Background: an optimization exercise with open tools, aiming at small area, a short achievable clock period and few clock cycles. Do not read the settings as production practice. In this exercise RTL edits were held to simulation tests only and were not proved equivalent to the original. Power is estimated from default activity; no workload was simulated.

== wip/ember ==
==> flow/design.v <==
module shifter(in, shift, sout);
  input [15:0] in;
  input [1:0] shift;
  output reg [15:0] sout;
  always @(*)
    case (shift)
      2'b00: sout = in;
      2'b01: sout = {in[14:0], 1'b0};
      2'b10: sout = {1'b0, in[15:1]};
      default: sout = {in[15], in[15:1]};
    endcase
endmodule
module ALUpg(Ain, Bin, is_alu, ALUop, T, G, e);
  input [15:0] Ain, Bin;
  input is_alu;
  input [1:0] ALUop;
  output [15:0] T, G;
  output e;
  wire is_and = is_alu & (ALUop == 2'b10);
  wire use_a  = is_alu & (ALUop != 2'b11);
  wire binv   = is_alu & ALUop[0];
  wire cin    = is_alu & (ALUop == 2'b01);
  wire [15:0] a  = use_a ? Ain : 16'd0;
  wire [15:0] bb = binv ? ~Bin : Bin;
  wire [15:0] t = is_and ? (Ain & Bin) : (a | bb);
  wire [15:0] g = is_and ? 16'd0 : (a & bb);
  wire p0 = cin ? (Ain[0] ^ Bin[0]) : (t[0] & ~g[0]);
  wire g0 = cin ? (Ain[0] | ~Bin[0]) : g[0];
  wire p15 = t[15] & ~g[15];
  assign T = {p15, t[14:1], p0};
  assign G = {p15 ^ Ain[15], g[14:1], g0};
  assign e = is_alu & ~(Ain[15] ^ Bin[15]);
endmodule
module ALUsum(T, G, out, Z, c15);
  input [15:0] T, G;
  output [15:0] out;
  output Z, c15;
  wire [15:0] p = {T[15], T[14:1] & ~G[14:1], T[0]};
  wire [15:0] g0 = {1'b0, G[14:0]};
  wire [15:0] p0 = {1'b0, T[14:1], 1'b0};
  wire [15:0] g1, p1, g2, p2, g3, p3, g4, p4;
  genvar i;
  generate
    for (i = 0; i < 16; i = i + 1) begin : l1
      if (i % 2 == 1) begin
        assign g1[i] = g0[i] | (p0[i] & g0[i-1]);
        assign p1[i] = p0[i] & p0[i-1];
      end else begin
        assign g1[i] = g0[i];
        assign p1[i] = p0[i];
      end
    end
    for (i = 0; i < 16; i = i + 1) begin : l2
      if (i % 4 >= 2) begin
        assign g2[i] = g1[i] | (p1[i] & g1[(i/4)*4+1]);
        assign p2[i] = p1[i] & p1[(i/4)*4+1];
      end else begin
        assign g2[i] = g1[i];
        assign p2[i] = p1[i];
      end
    end
    for (i = 0; i < 16; i = i + 1) begin : l3
      if (i % 8 >= 4) begin
        assign g3[i] = g2[i] | (p2[i] & g2[(i/8)*8+3]);
        assign p3[i] = p2[i] & p2[(i/8)*8+3];
      end else begin
        assign g3[i] = g2[i];
        assign p3[i] = p2[i];
      end
    end
    for (i = 0; i < 16; i = i + 1) begin : l4
      if (i >= 8) begin
        assign g4[i] = g3[i] | (p3[i] & g3[7]);
        assign p4[i] = p3[i] & p3[7];
      end else begin
        assign g4[i] = g3[i];
        assign p4[i] = p3[i];
      end
    end
  endgenerate
  assign out = {p[15:1] ^ g4[14:0], p[0]};
  assign c15 = g4[14];
  assign Z = ~p[0] & ~(p[1] ^ G[0]) & ~|(p[15:2] ^ T[14:1]);
endmodule
module regfile(clk, write, writenum, data_in, readnum_a, data_a, readnum_b, data_b);
  input clk, write;
  input [2:0] writenum, readnum_a, readnum_b;
  input [15:0] data_in;
  output [15:0] data_a, data_b;
  reg [15:0] R0, R1, R2, R3, R4, R5, R6, R7;
  always @(posedge clk)
    if (write)
      case (writenum)
        3'd0: R0 <= data_in;
        3'd1: R1 <= data_in;
        3'd2: R2 <= data_in;
        3'd3: R3 <= data_in;
        3'd4: R4 <= data_in;
        3'd5: R5 <= data_in;
        3'd6: R6 <= data_in;
        3'd7: R7 <= data_in;
      endcase
  function [15:0] rd;
    input [2:0] n;
    input [15:0] r0, r1, r2, r3, r4, r5, r6, r7;
    case (n)
      3'd0: rd = r0;
      3'd1: rd = r1;
      3'd2: rd = r2;
      3'd3: rd = r3;
      3'd4: rd = r4;
      3'd5: rd = r5;
      3'd6: rd = r6;
      default: rd = r7;
    endcase
  endfunction
  assign data_a = rd(readnum_a, R0, R1, R2, R3, R4, R5, R6, R7);
  assign data_b = rd(readnum_b, R0, R1, R2, R3, R4, R5, R6, R7);
endmodule
module cpu(clk, reset, s, load, in, out, N, V, Z, w);
  input clk, reset, s, load;
  input [15:0] in;
  output [15:0] out;
  output N, V, Z, w;
  reg [13:0] ir;
  always @(posedge clk)
    if (load) ir <= in[13:0];
  reg replay;
  always @(posedge clk)
    replay <= s & ~load;
  wire go = (s & load) | replay;
  wire [13:0] I = replay ? ir : in[13:0];
  wire       is_alu  = I[13];           
  wire       is_movi = ~I[13] & I[12];  
  wire [1:0] op = I[12:11];
  wire [2:0] rn = I[10:8];
  wire [1:0] sh = I[4:3];
  wire [2:0] rm = I[2:0];
  reg pw;
  always @(posedge clk)
    pw <= go;
  wire       pmovi = ~ir[13] & ir[12];
  wire [2:0] pwr = pmovi ? ir[10:8] : ir[7:5];
  wire [15:0] result;
  wire [15:0] wdata = pmovi ? {{8{ir[7]}}, ir[7:0]} : result;
  wire [15:0] ra, rb;
  regfile REGFILE(.clk(clk), .write(pw), .writenum(pwr), .data_in(wdata),
                  .readnum_a(rn), .data_a(ra), .readnum_b(rm), .data_b(rb));
  wire [15:0] a = (pw && pwr == rn) ? wdata : ra;
  wire [15:0] m = (pw && pwr == rm) ? wdata : rb;
  wire [15:0] b;
  shifter U1(.in(m), .shift(sh), .sout(b));
  wire [15:0] p_in, g_in;
  wire e_in;
  ALUpg U2(.Ain(a), .Bin(b), .is_alu(is_alu), .ALUop(op),
           .T(p_in), .G(g_in), .e(e_in));
  reg [15:0] P, G;
  reg e;
  always @(posedge clk)
    if (go & ~is_movi) begin
      P <= p_in;
      G <= g_in;
      e <= e_in;
    end
  wire zero, c15;
  ALUsum U3(.T(P), .G(G), .out(result), .Z(zero), .c15(c15));
  reg w_r;
  always @(posedge clk)
    w_r <= ~reset & ~(s & ~load);
  assign out = result;
  assign N = result[15];
  assign Z = zero;
  assign V = e & (c15 ^ G[15]);
  assign w = w_r;
endmodule
==> flow/config.mk <==
export PLATFORM = sky130hd
export DESIGN_NAME = cpu
export DESIGN_NICKNAME = cpu
export VERILOG_FILES = /design/flow/design.v
export SDC_FILE = /design/flow/constraint.sdc
export NUM_CORES = 4
export LEC_CHECK = 0
export ABC_AREA = 1
export CAP_MARGIN = 20
export CORE_MARGIN = 2
export CORE_UTILIZATION = 40
export CTS_BUF_LIST = sky130_fd_sc_hd__clkbuf_8
export SETUP_SLACK_MARGIN = 4.1
export SLEW_MARGIN = 20
==> flow/constraint.sdc <==
create_clock -name core_clock -period 8.0 [get_ports {clk}]
set_input_delay 1.6000 -clock core_clock [delete_from_list [all_inputs] [get_ports {clk}]]
set_output_delay 1.6000 -clock core_clock [all_outputs]
set_load 0.01 [all_outputs]
standard.sh (not shown) runs the stock make flow with config.mk's settings and CLKGATE_MAP_FILE= SYNTH_SCRIPT=/design/flow/synth_recipe.tcl, a recipe that flattens the netlist after the stock synthesis.
==> flow/flow/run.sh <==
#!/bin/bash
# The standard layout, with plain buf_2 cells as the port buffers (the
# default pick is a slow delay cell).
export BUFFER_PORTS_ARGS="-buffer_cell sky130_fd_sc_hd__buf_2"
bash standard.sh > standard.log 2>&1
Looking at the reports, wip/ember completed the entire flow and the layout it produced met the timing, DRC and antenna checks.
Testbench counts of wip/ember, summed over its fixed seeds: cycles 3,200.
The inputs of wip/raven differ from those of wip/ember as listed below.
--- a/flow/config.mk
+++ b/flow/config.mk
@@ -13 +13 @@
-export SETUP_SLACK_MARGIN = 4.1
+export SETUP_SLACK_MARGIN = 4.3
Going from wip/ember to wip/raven, filler cell count in the final layout shrinks by about 2.6%. On endpoint arrival time on the critical path: between wip/raven and wip/ember, it ends up lower for wip/raven. Comparing wip/raven with wip/ember, the starting density of the core came out essentially unchanged. Re clock tree skew after final layout: wip/raven and wip/ember aren't equal, and the higher value belongs to wip/raven. On logic gate share of total power, wip/raven and wip/ember are basically level. wip/ember leaves less setup margin than wip/raven. Count of plain and timing-repair buffers in the layout, wip/raven and wip/ember, higher one = wip/raven. wip/raven vs wip/ember — delay contributed by the slowest stage of the critical path dropped 0.05 ns. Looking at count of vias placed by the detailed router across both flows, wip/raven is the stronger of the two, with wip/ember trailing. Compared with wip/ember, wip/raven shows a higher share of power burned in the clock network. Routed wirelength normalized by instance count, wip/raven and wip/ember: higher on wip/raven.
[inputs] wip/nickel vs wip/raven
--- a/flow/config.mk
+++ b/flow/config.mk
@@ -11 +11 @@
-export CORE_UTILIZATION = 40
+export CORE_UTILIZATION = 45
## What came out
[compare] base=wip/raven new=wip/nickel: total routed wirelength grew by 390 um; sequential power neither gained nor lost much; layout sequential cell count saw little to no change. wip/nickel has proportion of power drawn by combinational gates above what wip/raven had. wip/nickel against wip/raven: power roughly the same, post-detailed-route wirelength per cell up about 4%, final cell count decreased by 40 relative to the old numbers.


Setup of v8:
Starts from the design.v that is shown in full above.
==> flow/config.mk <==
export PLATFORM = sky130hd
export DESIGN_NAME = cpu
export DESIGN_NICKNAME = cpu
export VERILOG_FILES = /design/flow/design.v
export SDC_FILE = /design/flow/constraint.sdc
export NUM_CORES = 4
export LEC_CHECK = 0
export ABC_AREA = 1
export CAP_MARGIN = 20
export CORE_MARGIN = 2
export CORE_UTILIZATION = 40
export CTS_BUF_LIST = sky130_fd_sc_hd__clkbuf_8
export SETUP_SLACK_MARGIN = 4.5
export SLEW_MARGIN = 20
==> flow/constraint.sdc <==
create_clock -name core_clock -period 8.0 [get_ports {clk}]
set_input_delay 1.6000 -clock core_clock [delete_from_list [all_inputs] [get_ports {clk}]]
set_output_delay 1.6000 -clock core_clock [all_outputs]
set_load 0.01 [all_outputs]
Scripts as last shown in full above: flow/flow/run.sh
Testbench counts of v8, summed over its fixed seeds: cycles 3,200.
Setup changes, v8 to v11
- changing SETUP_SLACK_MARGIN from 4.5 to 3.9
### Flow results
- The launch point of the worst path comes out in[2] in one run and G[2]$_SDFFCE_PP0P_ in the other, namely in v11 and v8 respectively.
- Of v8 and v11, the run reporting the higher cell count was v8.
- v11 against v8: fmax now sits lower; global-route wire length before repair dropped 2.1 mm; hold violation count in the final report essentially unchanged; global-route usage -1.3 points.
- Non-clock buffer instance count of the final layout (v11 / v8): 0.41
- Summary of v11 over v8: multiplexer share of the synthesized area stayed essentially flat; routed wire length went down about 7%; worst hold margin saw an increase.

==> what the ideal ports hide <==
The flow's constraints put no driver on any port. The routed layouts listed below were extracted and timed again, unchanged, in two steps.
Step 1, drivers: a clkbuf_16 drives clk and a buf_2 each remaining input, both assumed.
Step 2 moves the port delays by t, midway between the first and last clock arrival at a register: inputs arrive t later, outputs are due t later. That takes back most of the time a late clock gives input paths.
Slacks: ideal ports / drivers / drivers and shift; pairs: ideal ports / drivers.
run	shift t [ns]	setup slack, ns	clock arrival spread, ns
wip/ember	0.508	4.224 / 4.241 / 3.733	0.010 / 0.010
wip/raven	0.520	4.333 / 4.337 / 3.835	0.014 / 0.014
wip/nickel	0.504	4.350 / 4.308 / 3.926	0.017 / 0.017
v8	0.521	4.412 / 4.368 / 4.017	0.014 / 0.014
v11	0.510	4.076 / 4.090 / 3.580	0.013 / 0.012
After both steps setup and hold are still met in every run listed. For wip/raven, which loses most, drivers alone change the setup slack by +0.004 ns; drivers and shift together by -0.498 ns.
